Context: an optimization exercise on an open-source flow, tuned for small area. The choices shown serve that exercise and are no tape-out recipe.
In this exercise RTL edits were held to simulation tests only and were not proved equivalent to the original.
Power is estimated from default activity; no workload was simulated.

run 1:
## myDAC
module myDAC(input CLOCK,input rst,input [3:0] frequencyPlaceValue,
input [3:0] dutycycle,
input minOrMax,input [2:0] mode,input [1:0] waveform,
input btnC,input btnD,input btnL,
input btnR,input btnU,
input load_B,
output [3:0] an, output dp, output [6:0] seg,
output [3:0] JA,output LED,output warning);
export LEC_CHECK = 0
export ABC_AREA = 1
export CAP_MARGIN = 0
export CORE_MARGIN = 2
export CORE_UTILIZATION = 55
export CTS_BUF_LIST = sky130_fd_sc_hd__clkbuf_8
export CTS_CLUSTER_DIAMETER = 500
export CTS_CLUSTER_SIZE = 18
export GPL_TIMING_DRIVEN = 0
export SLEW_MARGIN = 0
create_clock -name core_clock -period 110.0 [get_ports {CLOCK}]
standard.sh (not shown) runs the stock make flow with config.mk's settings and CLKGATE_MAP_FILE= SYNTH_SCRIPT=/design/flow/synth_recipe.tcl, a recipe that flattens the netlist after the stock synthesis.
==> flow/flow/run.sh <==
#!/bin/bash
# Standard synthesis, then the combinational logic is re-mapped for area
# with a stronger ABC script (flip-flops untouched), then the standard
# layout from that netlist.
set -euo pipefail
W=$PWD
R=$W/orfs/results/$FLOW_PLATFORM/myDAC/base
bash standard.sh synth > $W/synth_standard.log 2>&1
cp $R/1_2_yosys.v $W/standard_1_2_yosys.v
LIB=$FLOW_HOME/platforms/sky130hd/lib/sky130_fd_sc_hd__tt_025C_1v80.lib \
DONTUSE=$W/flow/dontuse.txt IN_V=$W/standard_1_2_yosys.v TOP=$FLOW_TOP OUTDIR=$W \
OUT_V=$W/reopt_1_2_yosys.v ABC_SCRIPT=$W/flow/area.abc \
  yosys -c $W/flow/reopt.tcl > $W/reopt.log 2>&1
cp $W/reopt_1_2_yosys.v $R/1_2_yosys.v
rm -f $R/1_synth.odb
bash standard.sh finish "BUFFER_PORTS_ARGS=-buffer_cell sky130_fd_sc_hd__buf_1" > $W/layout_standard.log 2>&1
Other scripts of this flow, unchanged in this note and not shown: flow/flow/area.abc, flow/flow/dontuse.txt, flow/flow/reopt.tcl
Run 1 finished all stages; the layout is clean.
## Diff of input files: run 2 against run 1
--- a/flow/config.mk
+++ b/flow/config.mk
@@ -7,10 +7,9 @@
 export LEC_CHECK = 0
 export ABC_AREA = 1
-export CAP_MARGIN = 0
+export CAP_MARGIN = 20
 export CORE_MARGIN = 2
 export CORE_UTILIZATION = 55
-export CTS_BUF_LIST = sky130_fd_sc_hd__clkbuf_8
 export CTS_CLUSTER_DIAMETER = 500
-export CTS_CLUSTER_SIZE = 18
+export CTS_CLUSTER_SIZE = 25
 export GPL_TIMING_DRIVEN = 0
-export SLEW_MARGIN = 0
+export SLEW_MARGIN = 20
Results
Run 2: wire length of the first global-routing pass 840 microns above run 1. Measured against each other, run 2 and run 1 differ in worst setup slack, the lower figure coming from run 1. Higher critical path depth among run 2 and run 1: run 2.
The inputs of run 3 differ from those of run 2 as listed below.
--- a/flow/config.mk
+++ b/flow/config.mk
@@ -7,9 +7,8 @@
 export LEC_CHECK = 0
 export ABC_AREA = 1
-export CAP_MARGIN = 20
+export CAP_MARGIN = 0
 export CORE_MARGIN = 2
 export CORE_UTILIZATION = 55
 export CTS_CLUSTER_DIAMETER = 500
 export CTS_CLUSTER_SIZE = 25
-export GPL_TIMING_DRIVEN = 0
-export SLEW_MARGIN = 20
+export SLEW_MARGIN = 0
Findings:
- Every run (run 3 and run 2) finished clean.
- Run 3 vs. run 2: cell count did not really move, placer's final routability congestion estimate went up, area of all placed cells without fillers decreased by about 0.5% relative to the old numbers, headroom to the max-slew limit climbed 0.39 points.


Another version of the RTL of myDAC (not shown whole).
Size in the first run: ~40 I/O pins, ~18000 um^2 of cells after synthesis.
Settings: LEC_CHECK=0, ABC_AREA=1, CAP_MARGIN=20, CORE_MARGIN=2, CORE_UTILIZATION=55, CTS_CLUSTER_DIAMETER=500, CTS_CLUSTER_SIZE=25, SLEW_MARGIN=20; clock period 110.0 ns.
==> flow/flow/area.abc <==
strash
&get -n
&deepsyn -T 900
&put
strash
&get -n
&dch -f
&nf -R 1000
&put
==> flow/flow/reopt.tcl <==
# Re-map the combinational logic of the standard synthesis netlist for area.
# Flip-flops stay as they are (same instances, names and cell types).
yosys -import
set lib $::env(LIB)
set dont [exec cat $::env(DONTUSE)]
read_liberty -wb -ignore_miss_func $lib
blackbox =sky130_fd_sc_hd__df* =sky130_fd_sc_hd__edf* =sky130_fd_sc_hd__sdf* =sky130_fd_sc_hd__sedf* =sky130_fd_sc_hd__dl*
read_verilog $::env(IN_V)
hierarchy -top $::env(TOP)
flatten -wb
opt -purge
eval abc -liberty $lib $dont -script $::env(ABC_SCRIPT)
opt_clean -purge
hilomap -singleton -hicell sky130_fd_sc_hd__conb_1 HI -locell sky130_fd_sc_hd__conb_1 LO
insbuf -buf sky130_fd_sc_hd__buf_4 A X
splitnets
opt_clean -purge
tee -o $::env(OUTDIR)/reopt_stat.txt stat -liberty $lib
write_verilog -noattr -nohex -nodec $::env(OUT_V)
Scripts as last shown in full above: flow/flow/run.sh
Other scripts of this flow, unchanged in this note and not shown: flow/flow/dontuse.txt
==> next run, changes <==
==> flow/flow/run.sh (replaced) <==
#!/bin/bash
# Standard synthesis, then the combinational logic is re-mapped for area
# with stronger ABC scripts (flip-flops untouched: same instances, names and
# cell types); the smallest of the re-mapped netlists is laid out with the
# standard flow.
set -euo pipefail
W=$PWD
R=$W/orfs/results/$FLOW_PLATFORM/myDAC/base
bash standard.sh synth > $W/synth_standard.log 2>&1
cp $R/1_2_yosys.v $W/standard_1_2_yosys.v
LIB=$FLOW_HOME/platforms/sky130hd/lib/sky130_fd_sc_hd__tt_025C_1v80.lib
best=""
bestarea=""
for s in 0 1 2 3; do
  mkdir -p $W/reopt_$s
  sed "s/SEED/$s/" $W/flow/area.abc.in > $W/reopt_$s/area.abc
  LIB=$LIB DONTUSE=$W/flow/dontuse.txt IN_V=$W/standard_1_2_yosys.v TOP=$FLOW_TOP \
  OUTDIR=$W/reopt_$s OUT_V=$W/reopt_$s/netlist.v ABC_SCRIPT=$W/reopt_$s/area.abc \
    yosys -c $W/flow/reopt.tcl > $W/reopt_$s/reopt.log 2>&1 &
done
wait
for s in 0 1 2 3; do
  a=$(awk '/Chip area/ {print $NF}' $W/reopt_$s/reopt_stat.txt 2>/dev/null || true)
  echo "seed $s: area $a" >> $W/reopt_choice.log
  if [[ -n "$a" && -s $W/reopt_$s/netlist.v ]]; then
    if [[ -z "$best" ]] || awk -v a="$a" -v b="$bestarea" 'BEGIN {exit !(a < b)}'; then
      best=$s; bestarea=$a
    fi
  fi
done
echo "chosen: seed $best, area $bestarea" >> $W/reopt_choice.log
if [[ -n "$best" ]]; then
  cp $W/reopt_$best/netlist.v $R/1_2_yosys.v
  rm -f $R/1_synth.odb
fi
bash standard.sh finish "BUFFER_PORTS_ARGS=-buffer_cell sky130_fd_sc_hd__buf_1" > $W/layout_standard.log 2>&1
==> flow/flow/area.abc.in (new file) <==
strash
&get -n
&deepsyn -T 420 -S SEED
&put
strash
&get -n
&dch -f
&nf -R 1000
&put
--- a/flow/config.mk
+++ b/flow/config.mk
@@ -11,0 +12 @@
+export CTS_BUF_LIST = sky130_fd_sc_hd__clkbuf_8
@@ -13 +14 @@
-export CTS_CLUSTER_SIZE = 25
+export CTS_CLUSTER_SIZE = 14
removed: flow/flow/area.abc
The new run produced a clean layout.
Clock power falls by 12%.
Worst setup slack improves by 0.0048 ns.
Final area falls by 0.44%.
Critical path depth does not change.
First-iteration DRC count falls by 4.5%.
Utilization falls by 0.26 points.
==> next run, changes <==
==> flow/flow/run.sh (replaced) <==
#!/bin/bash
# Standard synthesis, then the combinational logic is re-mapped for area
# with a stronger ABC script (flip-flops untouched), then the standard
# layout from that netlist.
set -euo pipefail
W=$PWD
R=$W/orfs/results/$FLOW_PLATFORM/myDAC/base
bash standard.sh synth > $W/synth_standard.log 2>&1
cp $R/1_2_yosys.v $W/standard_1_2_yosys.v
LIB=$FLOW_HOME/platforms/sky130hd/lib/sky130_fd_sc_hd__tt_025C_1v80.lib \
DONTUSE=$W/flow/dontuse.txt IN_V=$W/standard_1_2_yosys.v TOP=$FLOW_TOP OUTDIR=$W \
OUT_V=$W/reopt_1_2_yosys.v ABC_SCRIPT=$W/flow/area.abc \
  yosys -c $W/flow/reopt.tcl > $W/reopt.log 2>&1
cp $W/reopt_1_2_yosys.v $R/1_2_yosys.v
rm -f $R/1_synth.odb
bash standard.sh finish "BUFFER_PORTS_ARGS=-buffer_cell sky130_fd_sc_hd__buf_1" > $W/layout_standard.log 2>&1
==> flow/flow/area.abc (new file) <==
strash
&get -n
&fraig -x
&put
scorr
dc2
dretime
strash
&get -n
&dch -f
&nf -R 1000
&put
--- a/flow/config.mk
+++ b/flow/config.mk
@@ -12 +11,0 @@
-export CTS_BUF_LIST = sky130_fd_sc_hd__clkbuf_8
@@ -14 +13 @@
-export CTS_CLUSTER_SIZE = 14
+export CTS_CLUSTER_SIZE = 25
removed: flow/flow/area.abc.in
Register-to-register slack improved by 2.3 ns.
Hold slack got worse by 0.013 ns.
Sequential power increases by about 8%.
Final area increases by 3.6%.
Total power increases by 49%.
Count of clock-buffer cells in the layout decreases by 9.
==> next run, changes <==
--- a/flow/config.mk
+++ b/flow/config.mk
@@ -11 +11 @@
-export CORE_UTILIZATION = 55
+export CORE_UTILIZATION = 70
After rerunning: The changed run produced a clean layout. Core utilization increases by 15 points. Flip-flop and latch count does not change. Design area decreases by about 0.7%. Power decreases by about 0.6%. Synthesized cell count is unchanged.
==> next run, changes <==
==> flow/flow/run.sh (replaced) <==
#!/bin/bash
# Standard synthesis, then the combinational logic is re-mapped for area
# with stronger ABC scripts (flip-flops untouched: same instances, names and
# cell types); the smallest of the re-mapped netlists is laid out with the
# standard flow.
set -euo pipefail
W=$PWD
R=$W/orfs/results/$FLOW_PLATFORM/myDAC/base
bash standard.sh synth > $W/synth_standard.log 2>&1
cp $R/1_2_yosys.v $W/standard_1_2_yosys.v
LIB=$FLOW_HOME/platforms/sky130hd/lib/sky130_fd_sc_hd__tt_025C_1v80.lib
best=""
bestarea=""
for round in 0 1; do
  for k in 0 1 2 3; do
    s=$((round * 4 + k))
    mkdir -p $W/reopt_$s
    sed "s/SEED/$s/" $W/flow/area.abc.in > $W/reopt_$s/area.abc
    LIB=$LIB DONTUSE=$W/flow/dontuse.txt IN_V=$W/standard_1_2_yosys.v TOP=$FLOW_TOP \
    OUTDIR=$W/reopt_$s OUT_V=$W/reopt_$s/netlist.v ABC_SCRIPT=$W/reopt_$s/area.abc \
      yosys -c $W/flow/reopt.tcl > $W/reopt_$s/reopt.log 2>&1 &
  done
  wait
done
for s in 0 1 2 3 4 5 6 7; do
  a=$(awk '/Chip area/ {print $NF}' $W/reopt_$s/reopt_stat.txt 2>/dev/null || true)
  echo "seed $s: area $a" >> $W/reopt_choice.log
  if [[ -n "$a" && -s $W/reopt_$s/netlist.v ]]; then
    if [[ -z "$best" ]] || awk -v a="$a" -v b="$bestarea" 'BEGIN {exit !(a < b)}'; then
      best=$s; bestarea=$a
    fi
  fi
done
echo "chosen: seed $best, area $bestarea" >> $W/reopt_choice.log
if [[ -n "$best" ]]; then
  cp $W/reopt_$best/netlist.v $R/1_2_yosys.v
  rm -f $R/1_synth.odb
fi
bash standard.sh finish "BUFFER_PORTS_ARGS=-buffer_cell sky130_fd_sc_hd__buf_1" > $W/layout_standard.log 2>&1
==> flow/flow/area.abc.in (new file) <==
strash
&get -n
&deepsyn -T 300 -S SEED
&put
strash
&get -n
&dch -f
&nf -R 1000
&put
--- a/flow/config.mk
+++ b/flow/config.mk
@@ -11 +11 @@
-export CORE_UTILIZATION = 70
+export CORE_UTILIZATION = 55
removed: flow/flow/area.abc
The new run ran to the end with no violations.
Global-route usage falls by 5.3 points.
First-iteration DRC count falls by 18%.
Worst setup slack improved by 1.5 ns.
Maximum frequency rises by 3.1%.
Clock skew drops by 0.0052 ns.
==> next run, changes <==
==> flow/flow/run.sh (replaced) <==
#!/bin/bash
# Standard synthesis, then the combinational logic is re-mapped for area
# with a stronger ABC script (flip-flops untouched), then the standard
# layout from that netlist.
set -euo pipefail
W=$PWD
R=$W/orfs/results/$FLOW_PLATFORM/myDAC/base
bash standard.sh synth > $W/synth_standard.log 2>&1
cp $R/1_2_yosys.v $W/standard_1_2_yosys.v
LIB=$FLOW_HOME/platforms/sky130hd/lib/sky130_fd_sc_hd__tt_025C_1v80.lib \
DONTUSE=$W/flow/dontuse.txt IN_V=$W/standard_1_2_yosys.v TOP=$FLOW_TOP OUTDIR=$W \
OUT_V=$W/reopt_1_2_yosys.v ABC_SCRIPT=$W/flow/area.abc \
  yosys -c $W/flow/reopt.tcl > $W/reopt.log 2>&1
cp $W/reopt_1_2_yosys.v $R/1_2_yosys.v
rm -f $R/1_synth.odb
bash standard.sh finish "BUFFER_PORTS_ARGS=-buffer_cell sky130_fd_sc_hd__buf_1" > $W/layout_standard.log 2>&1
==> flow/flow/area.abc (new file) <==
strash
&get -n
&fraig -x
&put
scorr
dc2
dretime
strash
&get -n
&dch -f
&nf -R 1000
&put
--- a/flow/config.mk
+++ b/flow/config.mk
@@ -11,0 +12 @@
+export CTS_BUF_LIST = sky130_fd_sc_hd__clkbuf_8 sky130_fd_sc_hd__clkbuf_16
removed: flow/flow/area.abc.in
Outcome: The changed run completed with no timing, DRC or antenna violations. Routed wire length is higher by 0.93%. Setup slack gets worse by 1.5 ns. Sequential share of layout area is lower by 1.4 points. Total power is higher by 61%. Critical path depth is higher by 1. Via count is higher by 4.0%.

==> separate check: timing with driven ports <==
Ports are ideal in the flow. The routed layouts listed here were re-timed in OpenROAD.
Step 1: set_driving_cell puts a clkbuf_16 on CLOCK and a buf_2 on each other input, an assumption about the parent block.
Step 2 adds t to the input delays and takes it off the output delays; t is the mean of the earliest and latest rising clock arrival at the registers after step 1. Input paths then give back, and output paths get back, about the clock's delay inside the block.
a / b / c = ideal ports / drivers / drivers and shift; a / b = the first two.
run	t (ns)	setup slack, ns	worst register clock-pin slew, ns
run 1	0.652	60.590 / 60.541 / 60.541	0.12 / 0.12
run 2	0.600	60.596 / 60.544 / 60.544	0.11 / 0.11
run 3	0.571	60.494 / 60.442 / 60.442	0.10 / 0.10
the first run of note 2	0.571	61.322 / 61.299 / 61.299	0.11 / 0.11
the second run of note 2	0.635	61.326 / 61.304 / 61.304	0.10 / 0.10
the third run of note 2	0.581	59.698 / 59.651 / 59.651	0.11 / 0.11
the fourth run of note 2	0.557	59.723 / 59.669 / 59.669	0.11 / 0.11
the fifth run of note 2	0.587	61.230 / 61.208 / 61.208	0.11 / 0.11
the sixth run of note 2	0.581	59.698 / 59.651 / 59.651	0.11 / 0.11
After both steps every run listed still meets setup and hold. For the fourth run of note 2, which loses most, drivers alone change the setup slack by -0.054 ns; drivers and shift together by -0.054 ns.
